What follows belongs to an exercise in optimizing a design on an open flow for small area; a production flow would make more cautious choices.
Function was checked by simulation only, so behaviour that the tests miss may differ from the original.
The clock port is modelled as an ideal driver, which makes a skipped or thinned clock tree look cheaper than it is; a real chip needs a root buffer or a tree.
Power and IR drop assume default switching activity.

==> run C <==
==> flow/design.v <==
module servo_pwm(
    input   sclk,
    input   rst,
    input   key1,
    input   key2,
    output  PWM
);
reg [2:0]  cp;
reg [8:0]  cl;
reg [2:0]  ch;
reg [8:0]  q_n;
reg        c;
reg        pulse;
reg        pulse_r0;
reg        pose_r;
wire [8:0] q = ~q_n;
wire pose  = pose_r;
wire p4    = cp[2];
wire lwrap = p4 & cl[8] & cl[7] & cl[6] & cl[5] & cl[4] & cl[1] & cl[0];  
wire q500  = q[8] & q[7] & q[6] & q[5] & q[4] & q[2];                    
wire q499  = q[8] & q[7] & q[6] & q[5] & q[4] & q[1] & q[0];             
wire hi    = q500 | (q499 & c);                                          
wire lo    = ~(q[8] | q[7] | q[4] | q[3] | q[2]);                         
wire up    = key1 & ~hi & pose;
wire dn    = key1 ? q500 : (key2 & ~lo & pose);
reg [9:0] bw;    
integer i;
always @* begin
    bw[0] = c & ~p4;
    for (i = 0; i < 9; i = i + 1)
        bw[i+1] = (~cl[i] & q[i]) | (~cl[i] & bw[i]) | (q[i] & bw[i]);
end
wire lt = (ch == 3'd0) & bw[9];
wire [2:0] cp_n = rst ? 3'b000 : {cp[1] & ~cp[0], cp[0], ~cp[1] & ~cp[2]};
wire [8:0] cl_n = (rst | lwrap) ? 9'd0 : p4 ? cl + 9'd1 : cl;
wire [2:0] ch_n = rst ? 3'd0 : lwrap ? ch + 3'd1 : ch;
wire [8:0] q_nx = rst ? 9'd300 : up ? q + 9'd1 : dn ? q - 9'd1 : q;
wire       c_nx = ~rst & (c | (key1 & hi) | (~key1 & key2 & lo));
always @(posedge sclk) begin
    cp <= cp_n;
    cl <= cl_n;
    ch <= ch_n;
    q_n <= ~q_nx;
    c <= c_nx;
    pulse <= ~rst & lt;
    pulse_r0 <= pulse;
    pose_r <= ~rst & pulse & ~pulse_r0;
end
assign PWM = pulse;
endmodule
==> flow/flow/run.sh <==
#!/bin/bash
# Layout flow: ORFS, with an area-oriented synthesis (flow/mysynth.tcl, same
# front end, register inference and naming as the standard synthesis), plain
# buf_1 port buffers and a small clock tree.
set -euo pipefail
W=$PWD
export MY_ABC_RUNS="${MY_ABC_RUNS:-nf:0 nf:1 nf:2 nf:3 nf:4 nf:5 nf:6 nf:7 nf:25 nf:27 nf:29 nf2:1 nf2:4 nf2:25 nf2:27 amap:0 amap:1 amap:2}"
make -C "$FLOW_HOME" DESIGN_CONFIG="$FLOW_CONFIG" WORK_HOME="$W/orfs" CLKGATE_MAP_FILE= \
    SYNTH_SCRIPT="$W/flow/mysynth.tcl" \
    BUFFER_PORTS_ARGS="-buffer_cell sky130_fd_sc_hd__buf_1" \
    PRE_CTS_TCL="$W/flow/cts_one_buffer.tcl" MY_CLK_PORT=sclk MY_CLK_BUF=sky130_fd_sc_hd__buf_12 \
    finish > "$W/make.log" 2>&1
R=$W/orfs/results/$FLOW_PLATFORM/servo_pwm/base
: # left out here: write the final layout as DEF
==> flow/flow/cts_one_buffer.tcl <==
# Clock distribution for a small design: one clock buffer, placed at the
# centre of its sinks, drives every register clock pin. Replaces TritonCTS
# for this step; cts.tcl then legalizes and repairs as usual.
rename clock_tree_synthesis orfs_clock_tree_synthesis
proc clock_tree_synthesis {args} {
  set block [ord::get_db_block]
  set bterm [$block findBTerm $::env(MY_CLK_PORT)]
  set clk_net [$bterm getNet]
  set master [[ord::get_db] findMaster $::env(MY_CLK_BUF)]
  set buf [odb::dbInst_create $block $master clkbuf_root]
  set new_net [odb::dbNet_create $block clknet_root]
  $clk_net setSigType CLOCK
  $new_net setSigType CLOCK
  set sx 0
  set sy 0
  set n 0
  foreach it [$clk_net getITerms] {
    set inst [$it getInst]
    set loc [$inst getLocation]
    set sx [expr {$sx + [lindex $loc 0]}]
    set sy [expr {$sy + [lindex $loc 1]}]
    incr n
    $it disconnect
    $it connect $new_net
  }
  [$buf findITerm A] connect $clk_net
  [$buf findITerm X] connect $new_net
  $buf setLocation [expr {$sx / $n}] [expr {$sy / $n}]
  $buf setPlacementStatus PLACED
  puts "one-buffer clock: $n sinks on [$master getName]"
  set_propagated_clock [all_clocks]
}
==> flow/flow/mysynth.tcl <==
proc synth {args} { yosys synth -nofsm -noshare {*}$args }
source $::env(SCRIPTS_DIR)/synth_preamble.tcl
read_checkpoint $::env(RESULTS_DIR)/1_1_yosys_canonicalize.rtlil
hierarchy -check -top $::env(DESIGN_NAME)
synth -flatten -run :fine
synth -top $::env(DESIGN_NAME) -run fine:
chformal -remove
delete t:\$print
renames -wire
opt -purge
dfflibmap {*}$lib_args {*}$lib_dont_use_args
opt
setundef -zero

design -save pre_abc
set best_area 1e30
set best_tag ""
set runs {}
# MY_ABC_RUNS lists the runs as kind:seed, kind amap, nf or nf2 (nf mapped twice)
foreach r $::env(MY_ABC_RUNS) {
  lassign [split $r :] kind s
  if { $kind eq "amap" } {
    lappend runs [list "deepsyn${s}_amap" "strash\n&get -n\n&deepsyn -T 20 -S $s\n&put\ndch -f\namap -m\ntopo\n"]
  } elseif { $kind eq "nf2" } {
    lappend runs [list "deepsyn${s}_nf2" "strash\n&get -n\n&deepsyn -T 20 -S $s\n&dch -f\n&nf -a -R 100\n&put\nstrash\n&get -n\n&dch -f\n&nf -a -R 100\n&put\ntopo\n"]
  } else {
    lappend runs [list "deepsyn${s}_nf" "strash\n&get -n\n&deepsyn -T 20 -S $s\n&dch -f\n&nf -a -R 100\n&put\ntopo\n"]
  }
}
lappend runs [list "plain" ""]
foreach run $runs {
  lassign $run tag text
  design -load pre_abc
  if { $text eq "" } {
    abc {*}$lib_args {*}$lib_dont_use_args
  } else {
    set f $::env(OBJECTS_DIR)/my_$tag.abc
    set fh [open $f w]
    puts -nonewline $fh $text
    close $fh
    abc -script $f {*}$lib_args {*}$lib_dont_use_args
  }
  opt_clean -purge
  set st [tee -q -s result.string stat {*}$lib_args]
  if { [regexp {Chip area for module[^:]*:\s+([0-9.]+)} $st -> area] } {
    puts "ABC run $tag: area $area"
    if { $area < $best_area } {
      set best_area $area
      set best_tag $tag
      design -save best_abc
    }
  }
}
puts "Keeping ABC run $best_tag: area $best_area"
design -load best_abc

splitnets
opt_clean -purge
hilomap -singleton -hicell {*}$::env(TIEHI_CELL_AND_PORT) -locell {*}$::env(TIELO_CELL_AND_PORT)
insbuf -buf {*}$::env(MIN_BUF_CELL_AND_PORTS)
tee -o $::env(REPORTS_DIR)/synth_check.txt check
tee -o $::env(REPORTS_DIR)/synth_stat.txt stat {*}$lib_args
check -assert -mapped
# left out here: clear keep_hierarchy, flatten, clean up, hide names made inside functions, write 1_2_yosys.v
exec cp $::env(SDC_FILE) $::env(RESULTS_DIR)/1_synth.sdc
==> flow/standard.sh <==
#!/bin/bash
# synth_recipe.tcl (not shown) runs the flow's synth.tcl, then flattens the netlist and writes it again
# the make line also repeats each setting of config.mk as NAME=value (left out here)
make -C /OpenROAD-flow-scripts/flow DESIGN_CONFIG=/design/flow/config.mk WORK_HOME=/design/flow/orfs CLKGATE_MAP_FILE= SYNTH_SCRIPT=/design/flow/synth_recipe.tcl "${@:-finish}"
==> flow/config.mk <==
export PLATFORM = sky130hd
export DESIGN_NAME = servo_pwm
export DESIGN_NICKNAME = servo_pwm
export VERILOG_FILES = /design/flow/design.v
export SDC_FILE = /design/flow/constraint.sdc
export NUM_CORES = 4
export LEC_CHECK = 0
export CAP_MARGIN = 20
export CORE_AREA = 2.3 2.72 60.3 59.84
export DIE_AREA = 0 0 62.6 62.56
export SLEW_MARGIN = 20
==> flow/constraint.sdc <==
create_clock -name core_clock -period 10.0 [get_ports {sclk}]
set_input_delay 2.0000 -clock core_clock [delete_from_list [all_inputs] [get_ports {sclk}]]
set_output_delay 2.0000 -clock core_clock [all_outputs]
set_load 0.01 [all_outputs]
==> run X: changes against run C <==
==> flow/design.v (replaced) <==
module servo_pwm(
    input   sclk,
    input   rst,
    input   key1,
    input   key2,
    output  PWM
);
reg [2:0]  cp;
reg [8:0]  cl;
reg [2:0]  ch;
reg [8:0]  q;
reg        c;
reg        pulse;
reg        pulse_r0;
reg        pulse_r1;
wire pose  = pulse_r0 & ~pulse_r1;
wire p4    = cp[2];
wire lwrap = p4 & cl[8] & cl[7] & cl[6] & cl[5] & cl[4] & cl[1] & cl[0];  
wire q500  = q[8] & q[7] & q[6] & q[5] & q[4] & q[2];                    
wire q499  = q[8] & q[7] & q[6] & q[5] & q[4] & q[1] & q[0];             
wire hi    = q500 | (q499 & c);                                          
wire lo    = ~(q[8] | q[7] | q[4] | q[3] | q[2]);                         
wire up    = key1 & ~hi & pose;
wire dn    = key1 ? q500 : (key2 & ~lo & pose);
reg [9:0] bw;
reg [8:0] t;
integer i;
always @* begin
    bw[0] = c & ~p4;
    for (i = 0; i < 9; i = i + 1)
        bw[i+1] = (~cl[i] & q[i]) | (~cl[i] & bw[i]) | (q[i] & bw[i]);
    t[0] = up | dn;
    for (i = 1; i < 9; i = i + 1)
        t[i] = t[i-1] & (q[i-1] ^ dn);
end
wire lt = (ch == 3'd0) & bw[9];
always @(posedge sclk) begin
    if (rst) begin
        cp <= 3'b000;
        cl <= 9'd0;
        ch <= 3'd0;
        pulse <= 1'b0;
        pulse_r0 <= 1'b0;
        pulse_r1 <= 1'b0;
        q <= 9'd300;
        c <= 1'b0;
    end else begin
        cp <= {cp[1] & ~cp[0], cp[0], ~cp[1] & ~cp[2]};
        if (p4)
            cl <= lwrap ? 9'd0 : cl + 9'd1;
        if (lwrap)
            ch <= ch + 3'd1;
        pulse <= lt;
        pulse_r0 <= pulse;
        pulse_r1 <= pulse_r0;
        q <= q ^ t;
        if ((key1 & hi) | (~key1 & key2 & lo))
            c <= 1'b1;
    end
end
assign PWM = pulse;
endmodule
==> flow/flow/run.sh (replaced) <==
#!/bin/bash
# Layout flow: ORFS, with an area-oriented synthesis (flow/mysynth.tcl, same
# front end, register inference and naming as the standard synthesis), plain
# buf_1 port buffers and a small clock tree.
set -euo pipefail
W=$PWD
export MY_ABC_SCRIPT=${MY_ABC_SCRIPT:-none}
[ -f "$W/flow/my.abc" ] && export MY_ABC_SCRIPT=$W/flow/my.abc
make -C "$FLOW_HOME" DESIGN_CONFIG="$FLOW_CONFIG" WORK_HOME="$W/orfs" CLKGATE_MAP_FILE= \
    SYNTH_SCRIPT="$W/flow/mysynth.tcl" \
    BUFFER_PORTS_ARGS="-buffer_cell sky130_fd_sc_hd__buf_1" \
    CTS_ARGS="-sink_clustering_enable -repair_clock_nets -dont_use_dummy_load -buf_list sky130_fd_sc_hd__clkbuf_8 -sink_clustering_size 40 -sink_clustering_max_diameter 200" \
    finish > "$W/make.log" 2>&1
R=$W/orfs/results/$FLOW_PLATFORM/servo_pwm/base
: # left out here: write the final layout as DEF
==> flow/flow/mysynth.tcl (replaced) <==
proc synth {args} { yosys synth -nofsm -noshare {*}$args }
source $::env(SCRIPTS_DIR)/synth_preamble.tcl
read_checkpoint $::env(RESULTS_DIR)/1_1_yosys_canonicalize.rtlil
hierarchy -check -top $::env(DESIGN_NAME)
synth -flatten -run :fine
synth -top $::env(DESIGN_NAME) -run fine:
chformal -remove
delete t:\$print
renames -wire
opt -purge
dfflibmap {*}$lib_args {*}$lib_dont_use_args
opt
setundef -zero
set my_script $::env(MY_ABC_SCRIPT)
if {$my_script eq "none"} { abc {*}$lib_args {*}$lib_dont_use_args } else { abc -script $my_script {*}$lib_args {*}$lib_dont_use_args -constr $::env(OBJECTS_DIR)/abc.constr }
splitnets
opt_clean -purge
hilomap -singleton -hicell {*}$::env(TIEHI_CELL_AND_PORT) -locell {*}$::env(TIELO_CELL_AND_PORT)
insbuf -buf {*}$::env(MIN_BUF_CELL_AND_PORTS)
tee -o $::env(REPORTS_DIR)/synth_check.txt check
tee -o $::env(REPORTS_DIR)/synth_stat.txt stat {*}$lib_args
check -assert -mapped
# left out here: clear keep_hierarchy, flatten, clean up, hide names made inside functions, write 1_2_yosys.v
exec cp $::env(SDC_FILE) $::env(RESULTS_DIR)/1_synth.sdc
- CORE_AREA: 2.3 2.72 60.3 59.84 -> unset
- CORE_MARGIN: unset -> 2
- CORE_UTILIZATION: unset -> 40
- DIE_AREA: 0 0 62.6 62.56 -> unset
removed: flow/flow/cts_one_buffer.tcl
==> run D: changes against run C <==
--- a/flow/design.v
+++ b/flow/design.v
@@ -24,17 +24,21 @@
 wire up    = key1 & ~hi & pose;
 wire dn    = key1 ? q500 : (key2 & ~lo & pose);
 reg [9:0] bw;    
+reg [8:0] t;     
 integer i;
 always @* begin
     bw[0] = c & ~p4;
     for (i = 0; i < 9; i = i + 1)
         bw[i+1] = (~cl[i] & q[i]) | (~cl[i] & bw[i]) | (q[i] & bw[i]);
+    t[0] = up | dn;
+    for (i = 1; i < 9; i = i + 1)
+        t[i] = t[i-1] & (q[i-1] ^ dn);
 end
 wire lt = (ch == 3'd0) & bw[9];
 wire [2:0] cp_n = rst ? 3'b000 : {cp[1] & ~cp[0], cp[0], ~cp[1] & ~cp[2]};
 wire [8:0] cl_n = (rst | lwrap) ? 9'd0 : p4 ? cl + 9'd1 : cl;
 wire [2:0] ch_n = rst ? 3'd0 : lwrap ? ch + 3'd1 : ch;
-wire [8:0] q_nx = rst ? 9'd300 : up ? q + 9'd1 : dn ? q - 9'd1 : q;
+wire [8:0] q_nx = rst ? 9'd300 : q ^ t;
 wire       c_nx = ~rst & (c | (key1 & hi) | (~key1 & key2 & lo));
 always @(posedge sclk) begin
     cp <= cp_n;
--- a/flow/flow/run.sh
+++ b/flow/flow/run.sh
@@ -4,7 +4,7 @@
 # buf_1 port buffers and a small clock tree.
 set -euo pipefail
 W=$PWD
-export MY_ABC_RUNS="${MY_ABC_RUNS:-nf:0 nf:1 nf:2 nf:3 nf:4 nf:5 nf:6 nf:7 nf:25 nf:27 nf:29 nf2:1 nf2:4 nf2:25 nf2:27 amap:0 amap:1 amap:2}"
+export MY_ABC_SEEDS="0 1 2 3 4 5 6 7 8 9"
 make -C "$FLOW_HOME" DESIGN_CONFIG="$FLOW_CONFIG" WORK_HOME="$W/orfs" CLKGATE_MAP_FILE= \
     SYNTH_SCRIPT="$W/flow/mysynth.tcl" \
     BUFFER_PORTS_ARGS="-buffer_cell sky130_fd_sc_hd__buf_1" \
--- a/flow/flow/mysynth.tcl
+++ b/flow/flow/mysynth.tcl
@@ -16,16 +16,9 @@
 set best_area 1e30
 set best_tag ""
 set runs {}
-# MY_ABC_RUNS lists the runs as kind:seed, kind amap, nf or nf2 (nf mapped twice)
-foreach r $::env(MY_ABC_RUNS) {
-  lassign [split $r :] kind s
-  if { $kind eq "amap" } {
-    lappend runs [list "deepsyn${s}_amap" "strash\n&get -n\n&deepsyn -T 20 -S $s\n&put\ndch -f\namap -m\ntopo\n"]
-  } elseif { $kind eq "nf2" } {
-    lappend runs [list "deepsyn${s}_nf2" "strash\n&get -n\n&deepsyn -T 20 -S $s\n&dch -f\n&nf -a -R 100\n&put\nstrash\n&get -n\n&dch -f\n&nf -a -R 100\n&put\ntopo\n"]
-  } else {
-    lappend runs [list "deepsyn${s}_nf" "strash\n&get -n\n&deepsyn -T 20 -S $s\n&dch -f\n&nf -a -R 100\n&put\ntopo\n"]
-  }
+foreach s $::env(MY_ABC_SEEDS) {
+  lappend runs [list "deepsyn${s}_amap" "strash\n&get -n\n&deepsyn -T 20 -S $s\n&put\ndch -f\namap -m\ntopo\n"]
+  lappend runs [list "deepsyn${s}_nf" "strash\n&get -n\n&deepsyn -T 20 -S $s\n&dch -f\n&nf -a -R 100\n&put\ntopo\n"]
 }
 lappend runs [list "plain" ""]
 foreach run $runs {
==> summary of the runs <==
- Of run X and run D, run D has the higher die area (gap about 9%, measured against run D).
- Against run X, the sequential power of run C is lower by about 5%.
- The lowest clock skew belongs to run C, the highest to run D.
- Hold slack: run X > run D > run C.
- Of run C and run X, run X has the higher area after synthesis (gap 8.8%, measured against run X).
The clock cells of run C and run D come from the design's own scripts or RTL, not from TritonCTS.

afterwards: timing with drivers on the ports:
Ports are ideal in the flow. The routed layouts listed here were re-timed in OpenROAD.
Step 1 sets driving cells, clkbuf_16 on the clock port and buf_2 on the other inputs (assumed; they add their load-dependent delay and slew).
Step 2 also shifts input and output timing later by t, the mid clock arrival at the registers, as if the neighbouring blocks saw the same clock.
a / b / c = ideal / step 1 / step 2; a / b = the first two.
| run | t, ns | setup slack, ns | worst register clock-pin slew, ns |
|---|---|---|---|
| run C | 0.170 | 6.341 / 6.348 / 6.177 | 0.10 / 0.10 |
| run X | 0.287 | 5.932 / 5.934 / 5.647 | 0.09 / 0.09 |
| run D | 0.171 | 5.853 / 5.865 / 5.694 | 0.11 / 0.11 |
After both steps setup and hold are still met in every run listed. For run X, which loses most, drivers alone change the setup slack by +0.002 ns; drivers and shift together by -0.285 ns.
